Source: an optimization exercise on an open RTL-to-GDS flow (aim: a short achievable clock period and few clock cycles). Production flows keep margins and buffers that such runs may drop. The RTL was checked by simulation tests, not by an equivalence proof against the original design.

==> module riscv_single_cycle, before the edit <==
module riscv_single_cycle (
    input  wire        clk,
    input  wire        rst,
    output wire [31:0] imem_addr,
    input  wire [31:0] imem_rdata,
    output wire [31:0] dmem_addr,
    output wire [31:0] dmem_wdata,
    output wire        dmem_we,
    input  wire [31:0] dmem_rdata
);
    reg [31:0] rf [1:31];
    reg [31:0] pc;
    reg        x_wr, x_ld, x_st, x_br, x_pred;
    reg [4:0]  x_rd;
    reg [31:0] x_a, x_b, x_imm, x_pc4, x_alt;
    reg        x_useimm;
    reg        x_add, x_sub, x_slt, x_or, x_and, x_link;
    reg        x_s1M, x_s1W, x_s2M, x_s2W;
    reg        m_wr, m_ld, m_we;
    reg [4:0]  m_rd;
    reg [31:0] m_res, m_sd;
    reg        w_v;
    reg [4:0]  w_rd;
    reg [31:0] w_val;
    wire [31:0] ins = imem_rdata;
    wire [6:0]  f_op  = ins[6:0];
    wire [2:0]  f_f3  = ins[14:12];
    wire [4:0]  f_rd  = ins[11:7];
    wire [4:0]  f_rs1 = ins[19:15];
    wire [4:0]  f_rs2 = ins[24:20];
    wire f_isR = (f_op == 7'b0110011);
    wire f_isI = (f_op == 7'b0010011);
    wire f_isL = (f_op == 7'b0000011);
    wire f_isS = (f_op == 7'b0100011);
    wire f_isB = (f_op == 7'b1100011);
    wire f_isJ = (f_op == 7'b1101111);
    wire [31:0] immI = {{20{ins[31]}}, ins[31:20]};
    wire [31:0] immS = {{20{ins[31]}}, ins[31:25], ins[11:7]};
    wire [31:0] immB = {{20{ins[31]}}, ins[7], ins[30:25], ins[11:8], 1'b0};
    wire [31:0] immJ = {{12{ins[31]}}, ins[19:12], ins[20], ins[30:21], 1'b0};
    wire [31:0] pc4  = pc + 32'd4;
    wire [31:0] tgtB = pc + immB;
    wire [31:0] tgtJ = pc + immJ;
    wire f_same  = (f_rs1 == f_rs2);
    wire f_b4    = (immB == 32'd4);
    wire f_predB = f_same | ins[31];
    wire f_jump  = f_isJ | (f_isB & f_predB);
    wire [31:0] f_tgt = f_isJ ? tgtJ : tgtB;
    wire f_use1 = f_isR | f_isI | f_isL | f_isS | f_isB;
    wire f_use2 = f_isR | f_isS | f_isB;
    wire f_wr   = (f_isR | f_isI | f_isL | f_isJ) & (f_rd != 5'd0);
    wire [31:0] f_a = (f_rs1 == 5'd0) ? 32'd0 : rf[f_rs1];
    wire [31:0] f_b = (f_rs2 == 5'd0) ? 32'd0 : rf[f_rs2];
    wire f_alu   = f_isR | f_isI;
    wire f_subop = f_alu & (f_f3 == 3'b000) & f_isR & ins[30];
    wire f_sltop = f_alu & (f_f3 == 3'b010);
    wire f_orop  = f_alu & (f_f3 == 3'b110);
    wire f_andop = f_alu & (f_f3 == 3'b111);
    wire f_addop = ~(f_subop | f_sltop | f_orop | f_andop | f_isJ);
    wire [31:0] a  = x_s1M ? m_res : x_s1W ? w_val : x_a;
    wire [31:0] b2 = x_s2M ? m_res : x_s2W ? w_val : x_b;
    wire [31:0] bs = x_useimm ? x_imm : b2;
    wire [31:0] x_res;
    rv_alu alu (.a(a), .b(bs), .pc4(x_pc4),
                .op_add(x_add), .op_sub(x_sub), .op_slt(x_slt),
                .op_or(x_or), .op_and(x_and), .op_link(x_link), .res(x_res));
    wire x_eq       = (a == b2);
    wire x_redirect = x_br & (x_eq ^ x_pred);
    wire stall = x_ld & x_wr & ((f_use1 & (f_rs1 == x_rd)) | (f_use2 & (f_rs2 == x_rd)));
    wire f_go  = ~x_redirect & ~stall;
    wire       wn_v  = m_wr | w_v;
    wire [4:0] wn_rd = m_wr ? m_rd : w_rd;
    wire [31:0] m_wdata = m_ld ? dmem_rdata : m_res;
    assign imem_addr  = pc;
    assign dmem_addr  = m_res;
    assign dmem_wdata = m_sd;
    assign dmem_we    = m_we;
    always @(posedge clk) begin
        if (rst)             pc <= 32'd0;
        else if (x_redirect) pc <= x_alt;
        else if (stall)      pc <= pc;
        else if (f_jump)     pc <= f_tgt;
        else                 pc <= pc4;
        x_wr     <= ~rst & f_go & f_wr;
        x_ld     <= ~rst & f_go & f_isL;
        x_st     <= ~rst & f_go & f_isS;
        x_br     <= ~rst & f_go & f_isB & ~f_same & ~f_b4;
        x_pred   <= ins[31];
        x_rd     <= f_rd;
        x_a      <= f_a;
        x_b      <= f_b;
        x_imm    <= f_isS ? immS : immI;
        x_useimm <= ~f_isR;
        x_pc4    <= pc4;
        x_alt    <= ins[31] ? pc4 : tgtB;
        x_add    <= f_addop;
        x_sub    <= f_subop;
        x_slt    <= f_sltop;
        x_or     <= f_orop;
        x_and    <= f_andop;
        x_link   <= f_isJ;
        x_s1M    <= x_wr & ~x_ld & (x_rd == f_rs1);
        x_s2M    <= x_wr & ~x_ld & (x_rd == f_rs2);
        x_s1W    <= wn_v & (wn_rd == f_rs1);
        x_s2W    <= wn_v & (wn_rd == f_rs2);
        m_wr  <= ~rst & x_wr;
        m_ld  <= x_ld;
        m_we  <= ~rst & x_st;
        m_rd  <= x_rd;
        m_res <= x_res;
        m_sd  <= b2;
        if (m_wr) begin
            rf[m_rd] <= m_wdata;
            w_val    <= m_wdata;
            w_rd     <= m_rd;
        end
        w_v <= ~rst & wn_v;
    end
endmodule
==> flow/config.mk <==
export PLATFORM = sky130hd
export DESIGN_NAME = riscv_single_cycle
export DESIGN_NICKNAME = riscv_single_cycle
export VERILOG_FILES = /design/flow/design.v
export SDC_FILE = /design/flow/constraint.sdc
export NUM_CORES = 4
export LEC_CHECK = 0
export ABC_CLOCK_PERIOD_IN_PS = 2500
export CAP_MARGIN = 20
export CORE_MARGIN = 2
export CORE_UTILIZATION = 40
export PLACE_DENSITY = 0.6
export SETUP_SLACK_MARGIN = 5
export SLEW_MARGIN = 20
export TNS_END_PERCENT = 100
==> flow/constraint.sdc <==
create_clock -name core_clock -period 10.0 [get_ports {clk}]
set_input_delay 2.0000 -clock core_clock [delete_from_list [all_inputs] [get_ports {clk}]]
set_output_delay 2.0000 -clock core_clock [all_outputs]
set_load 0.01 [all_outputs]
standard.sh (not shown) runs the stock make flow with config.mk's settings and CLKGATE_MAP_FILE= SYNTH_SCRIPT=/design/flow/synth_recipe.tcl, a recipe that flattens the netlist after the stock synthesis.
==> flow/flow/run.sh <==
#!/bin/bash
set -euo pipefail
MARGIN=6.8
sed -E "s/SETUP_SLACK_MARGIN=[0-9.]+/SETUP_SLACK_MARGIN=${MARGIN}/" standard.sh > standard_tight.sh
grep -q "SETUP_SLACK_MARGIN=${MARGIN}" standard_tight.sh
bash standard_tight.sh > make_flow.log 2>&1
Testbench counts at the start, summed over its fixed seeds: cycles 53,980.
Edit:
--- a/flow/design.v
+++ b/flow/design.v
@@ -76,22 +76,23 @@
     wire f_alu   = f_isR | f_isI;
     wire f_subop = f_alu & (f_f3 == 3'b000) & f_isR & ins[30];
     wire f_sltop = f_alu & (f_f3 == 3'b010);
     wire f_orop  = f_alu & (f_f3 == 3'b110);
     wire f_andop = f_alu & (f_f3 == 3'b111);
     wire f_addop = ~(f_subop | f_sltop | f_orop | f_andop | f_isJ);
-    wire [31:0] a  = x_s1M ? m_res : x_s1W ? w_val : x_a;
-    wire [31:0] b2 = x_s2M ? m_res : x_s2W ? w_val : x_b;
+    wire [31:0] m_fwd = m_ld ? dmem_rdata : m_res;
+    wire [31:0] a  = x_s1M ? m_fwd : x_s1W ? w_val : x_a;
+    wire [31:0] b2 = x_s2M ? m_fwd : x_s2W ? w_val : x_b;
     wire [31:0] bs = x_useimm ? x_imm : b2;
     wire [31:0] x_res;
     rv_alu alu (.a(a), .b(bs), .pc4(x_pc4),
                 .op_add(x_add), .op_sub(x_sub), .op_slt(x_slt),
                 .op_or(x_or), .op_and(x_and), .op_link(x_link), .res(x_res));
     wire x_eq       = (a == b2);
     wire x_redirect = x_br & (x_eq ^ x_pred);
-    wire stall = x_ld & x_wr & ((f_use1 & (f_rs1 == x_rd)) | (f_use2 & (f_rs2 == x_rd)));
+    wire stall = 1'b0;
     wire f_go  = ~x_redirect & ~stall;
     wire       wn_v  = m_wr | w_v;
     wire [4:0] wn_rd = m_wr ? m_rd : w_rd;
     wire [31:0] m_wdata = m_ld ? dmem_rdata : m_res;
     assign imem_addr  = pc;
     assign dmem_addr  = m_res;
@@ -118,14 +119,14 @@
         x_add    <= f_addop;
         x_sub    <= f_subop;
         x_slt    <= f_sltop;
         x_or     <= f_orop;
         x_and    <= f_andop;
         x_link   <= f_isJ;
-        x_s1M    <= x_wr & ~x_ld & (x_rd == f_rs1);
-        x_s2M    <= x_wr & ~x_ld & (x_rd == f_rs2);
+        x_s1M    <= x_wr & (x_rd == f_rs1);
+        x_s2M    <= x_wr & (x_rd == f_rs2);
         x_s1W    <= wn_v & (wn_rd == f_rs1);
         x_s2W    <= wn_v & (wn_rd == f_rs2);
         m_wr  <= ~rst & x_wr;
         m_ld  <= x_ld;
         m_we  <= ~rst & x_st;
         m_rd  <= x_rd;
Effect: The new run went through all stages and came out clean. Utilization rises by 0.33 points. Fmax falls by 18%. Die area stays flat. Via count falls by 1.4%. Worst hold slack loses 0.046 ns. Wire length falls by 2.9%. Global-route usage falls by 1.2 points. Clock skew falls by 0.0052 ns.
Testbench counts after the change, summed over its fixed seeds: cycles 53,178.

-- static timing again, ports no longer ideal --
The results above use ideal ports. As a check the final layouts listed here were re-extracted and re-timed, cells and wires unchanged.
Step 1, drivers: a clkbuf_16 drives clk and a buf_2 each remaining input, both assumed.
Step 2 moves the port delays by t, midway between the first and last clock arrival at a register: inputs arrive t later, outputs are due t later. That takes back most of the time a late clock gives input paths.
Slacks: ideal / step 1 / step 2; pairs: ideal / step 1.
| run | shift t [ns] | setup slack, ns | worst register clock-pin slew, ns |
|---|---|---|---|
| the first run | 0.877 | 5.964 / 5.964 / 5.221 | 0.07 / 0.07 |
| the second run | 0.887 | 5.097 / 5.152 / 4.265 | 0.07 / 0.07 |
After both steps every run listed still meets setup and hold. The setup slack of the second run, which loses most, moves by +0.055 ns with the drivers and by -0.832 ns with both steps.
